What follows belongs to an exercise in optimizing a design on an open flow for small area; a production flow would make more cautious choices. At most, simulation tests tie the RTL to the original design; equivalence was not proved.

==> flow/design.v (excerpt) <==
module mini_fir #(
    parameter NUM = 1
)(
    input        clk,
    input        rst_n,
    input  [3:0] i_addr,
    input  [7:0] i_data_wr,
    input        i_wr,
    input        i_rd,
    output [7:0] o_data_rd,
    input  [7:0] i_din,
    output reg [7:0] o_dout
);
wire [7:0] fir_ctrl;
wire [7:0] coeff_00, coeff_01, coeff_02, coeff_03, coeff_04, coeff_05, coeff_06;
wire [7:0] fir_out;
mini_fir_ctrl u_fir_ctrl (
    .clk        (clk),
    .rst_n      (rst_n),
    .i_addr     (i_addr),
    .i_data_wr  (i_data_wr),
    .i_wr       (i_wr),
    .i_rd       (i_rd),
    .o_data_rd  (o_data_rd),
    .o_fir_ctrl (fir_ctrl),
    .o_coeff_00 (coeff_00),
    .o_coeff_01 (coeff_01),
    .o_coeff_02 (coeff_02),
    .o_coeff_03 (coeff_03),
    .o_coeff_04 (coeff_04),
    .o_coeff_05 (coeff_05),
    .o_coeff_06 (coeff_06)
);
mini_fir_dp u_fir_dp (
    .clk        (clk),
    .i_coeff_00 (coeff_00),
    .i_coeff_01 (coeff_01),
    .i_coeff_02 (coeff_02),
    .i_coeff_03 (coeff_03),
    .i_coeff_04 (coeff_04),
    .i_coeff_05 (coeff_05),
    .i_coeff_06 (coeff_06),
    .i_din      (i_din),
    .o_dout     (fir_out)
);
always @(posedge clk or negedge rst_n) begin
    if (~rst_n)
        o_dout <= 8'd0;
    else if (fir_ctrl[0])
        o_dout <= fir_out;
    else
        o_dout <= i_din;
end
endmodule
clock: 5.5 ns
lec_check: 0
abc_area: 1
cap_margin: 20
core_margin: 2
core_utilization: 65
cts_buf_list: sky130_fd_sc_hd__clkbuf_8
cts_cluster_diameter: 30
gpl_timing_driven: 0
slew_margin: 20
synth_hierarchical: 1
run.sh (not shown) runs the stock make flow with config.mk's settings and CLKGATE_MAP_FILE= SYNTH_SCRIPT=/design/flow/synth_recipe.tcl, a recipe that flattens the netlist after the stock synthesis.
Edit:
--- a/flow/design.v
+++ b/flow/design.v
@@ -107,18 +107,19 @@
 wire fs363, fc363, fs364, fc364, fs365, fc365, fs366, fc366, fs367, fc367, fs368, fc368;
 wire fs369, fc369, fs370, fc370, fs371, fc371, fs372, fc372, fs373, fc373, fs374, fc374;
 wire fs375, fc375, fs376, fc376, fs377, fc377, fs378, fc378, fs379, fc379, fs380, fc380;
 wire fs381, fc381, fs382, fc382, fs383, fc383, fs384, fc384, fs385, fc385, fs386, fc386;
 wire fs387, fc387, fs388, fc388, fs389, fc389, fs390, fc390, fs391, fc391, fs392, fc392;
 wire fs393, fc393, fs394, fc394, fs395, fc395, fs396, fc396, fs397, fc397, fs398, fc398;
 wire fs399, fc399, hs7, hc7, hs8, hc8, fs400, fc400, fs401, fc401, fs402, fc402;
 wire fs403, fc403, fs404, fc404, fs405, fc405, fs406, fc406, fs407, fc407, fs408, fc408;
-wire fs409, fc409, fs410, fc410, fs411, fc411, fs412, fc412, hs9, hc9, mc0, mc1;
-wire mc2, mc3, mc4, mc5, mc6;
+wire fs409, fc409, fs410, fc410, fs411, fc411, fs412, fc412, hs9, hc9, lg0, lp0;
+wire lg1, lp1, lg2, lp2, lg3, lp3, lg4, lp4, lg5, lp5, lg6, lp6;
+wire lg7, lp7, lc1, lc2, lc3, lc4, lgg, lpp, lcout_n;
 assign p0_0_0 = ~(i_c0[0] & i_x0[0]);
 assign p0_0_1 = ~(i_c0[0] & i_x0[1]);
 assign p0_0_2 = ~(i_c0[0] & i_x0[2]);
 assign p0_0_3 = ~(i_c0[0] & i_x0[3]);
 assign p0_0_4 = ~(i_c0[0] & i_x0[4]);
 assign p0_0_5 = ~(i_c0[0] & i_x0[5]);
 assign p0_0_6 = ~(i_c0[0] & i_x0[6]);
 assign p0_0_7 = ~(i_c0[0] & i_x0[7]);
@@ -980,26 +981,42 @@
 mini_fir_fa u_fa406 (.a(fs370), .b(fc390), .c(fs391), .s(fs406), .co(fc406));
 mini_fir_fa u_fa407 (.a(fs372), .b(fc391), .c(fs392), .s(fs407), .co(fc407));
 mini_fir_fa u_fa408 (.a(fs374), .b(fc392), .c(fs393), .s(fs408), .co(fc408));
 mini_fir_fa u_fa409 (.a(fs376), .b(fc393), .c(fs394), .s(fs409), .co(fc409));
 mini_fir_fa u_fa410 (.a(fs378), .b(fc394), .c(fs395), .s(fs410), .co(fc410));
 mini_fir_fa u_fa411 (.a(fc378), .b(fs396), .c(fc395), .s(fs411), .co(fc411));
 mini_fir_fa u_fa412 (.a(fs382), .b(fc396), .c(fs397), .s(fs412), .co(fc412));
 mini_fir_fa u_ha9 (.a(fc397), .b(fs398), .c(1'b1), .s(hs9), .co(hc9));
-assign mc0 = fc399 | hs7;
-assign mc1 = (hc7 & hs8) | (mc0 & (hc7 | hs8));
-assign mc2 = (hc8 & fs400) | (mc1 & (hc8 | fs400));
-assign mc3 = (fc400 & fs401) | (mc2 & (fc400 | fs401));
-assign mc4 = (fc401 & fs402) | (mc3 & (fc401 | fs402));
-assign mc5 = (fc402 & fs403) | (mc4 & (fc402 | fs403));
-assign mc6 = (fc403 & fs404) | (mc5 & (fc403 | fs404));
+assign lg0 = 1'b0;
+assign lp0 = ~fs399;
+assign lg1 = (~fc399 & ~hs7);
+assign lp1 = (~fc399 | ~hs7);
+assign lg2 = (~hc7 & ~hs8);
+assign lp2 = (~hc7 | ~hs8);
+assign lg3 = (~hc8 & ~fs400);
+assign lp3 = (~hc8 | ~fs400);
+assign lg4 = (~fc400 & ~fs401);
+assign lp4 = (~fc400 | ~fs401);
+assign lg5 = (~fc401 & ~fs402);
+assign lp5 = (~fc401 | ~fs402);
+assign lg6 = (~fc402 & ~fs403);
+assign lp6 = (~fc402 | ~fs403);
+assign lg7 = (~fc403 & ~fs404);
+assign lp7 = (~fc403 | ~fs404);
+assign lc1 = lg0;
+assign lc2 = lg1 | (lp1 & lc1);
+assign lc3 = lg2 | (lp2 & lc2);
+assign lc4 = lg3 | (lp3 & lc3);
+assign lgg = (lg4 & lp5 & lp6 & lp7) | (lg5 & lp6 & lp7) | (lg6 & lp7) | (lg7);
+assign lpp = lp4 & lp5 & lp6 & lp7;
+assign lcout_n = ~(lgg | (lpp & lc4));
 assign o_a_n = {hc9, fc412, fc411, fc410, fc409, fc408, fc407, fc406, fc405, fc404};
 assign o_b_n = {fc398, hs9, fs412, fs411, fs410, fs409, fs408, fs407, fs406, fs405};
-assign o_c_n = mc6;
+assign o_c_n = lcout_n;
 endmodule
 module mini_fir_cpa (
     input  [9:0] i_a_n,
     input  [9:0] i_b_n,
     input         i_c_n,
     output [10:0] o_sum
 );
 wire [10:0] c_n;
Setup slack improved by 0.0037 ns. Synthesized area barely changes. Die area is about the same. Utilization came out lower by 0.23 points. Global-route usage came out higher by 0.42 points. Routed wire length came out higher by 1.5%. Count of clock-buffer cells in the layout came out lower by 1. Sequential share of layout area came out higher by 0.12 points. Design area hardly moves.
For the first run of this note, only the layout was checked, not whether the RTL still works.

-- what the ideal ports hide --
No port has a modelled driver above. Below, the same layouts with a new extraction and two added sets of constraints. Step 1 assumes that a clkbuf_16 drives the clock port and a buf_2 every other input. Step 2, shift: input delay + t, output delay - t, t = (earliest + latest rising clock arrival at the registers) / 2. This alone moves slack from input paths to output paths. Slacks: no drivers / after step 1 / after step 2; pairs: no drivers / after step 1.
run	t (ns)	setup slack, ns	worst setup path at the end	worst register clock-pin slew, ns	cell pins on the clock port's net
the first run	0.528	0.083 / 0.083 / 0.083	register to register	0.11 / 0.11	1
the second run	0.528	0.087 / 0.087 / 0.087	register to register	0.12 / 0.12	1
After both steps setup and hold are still met in every run listed.
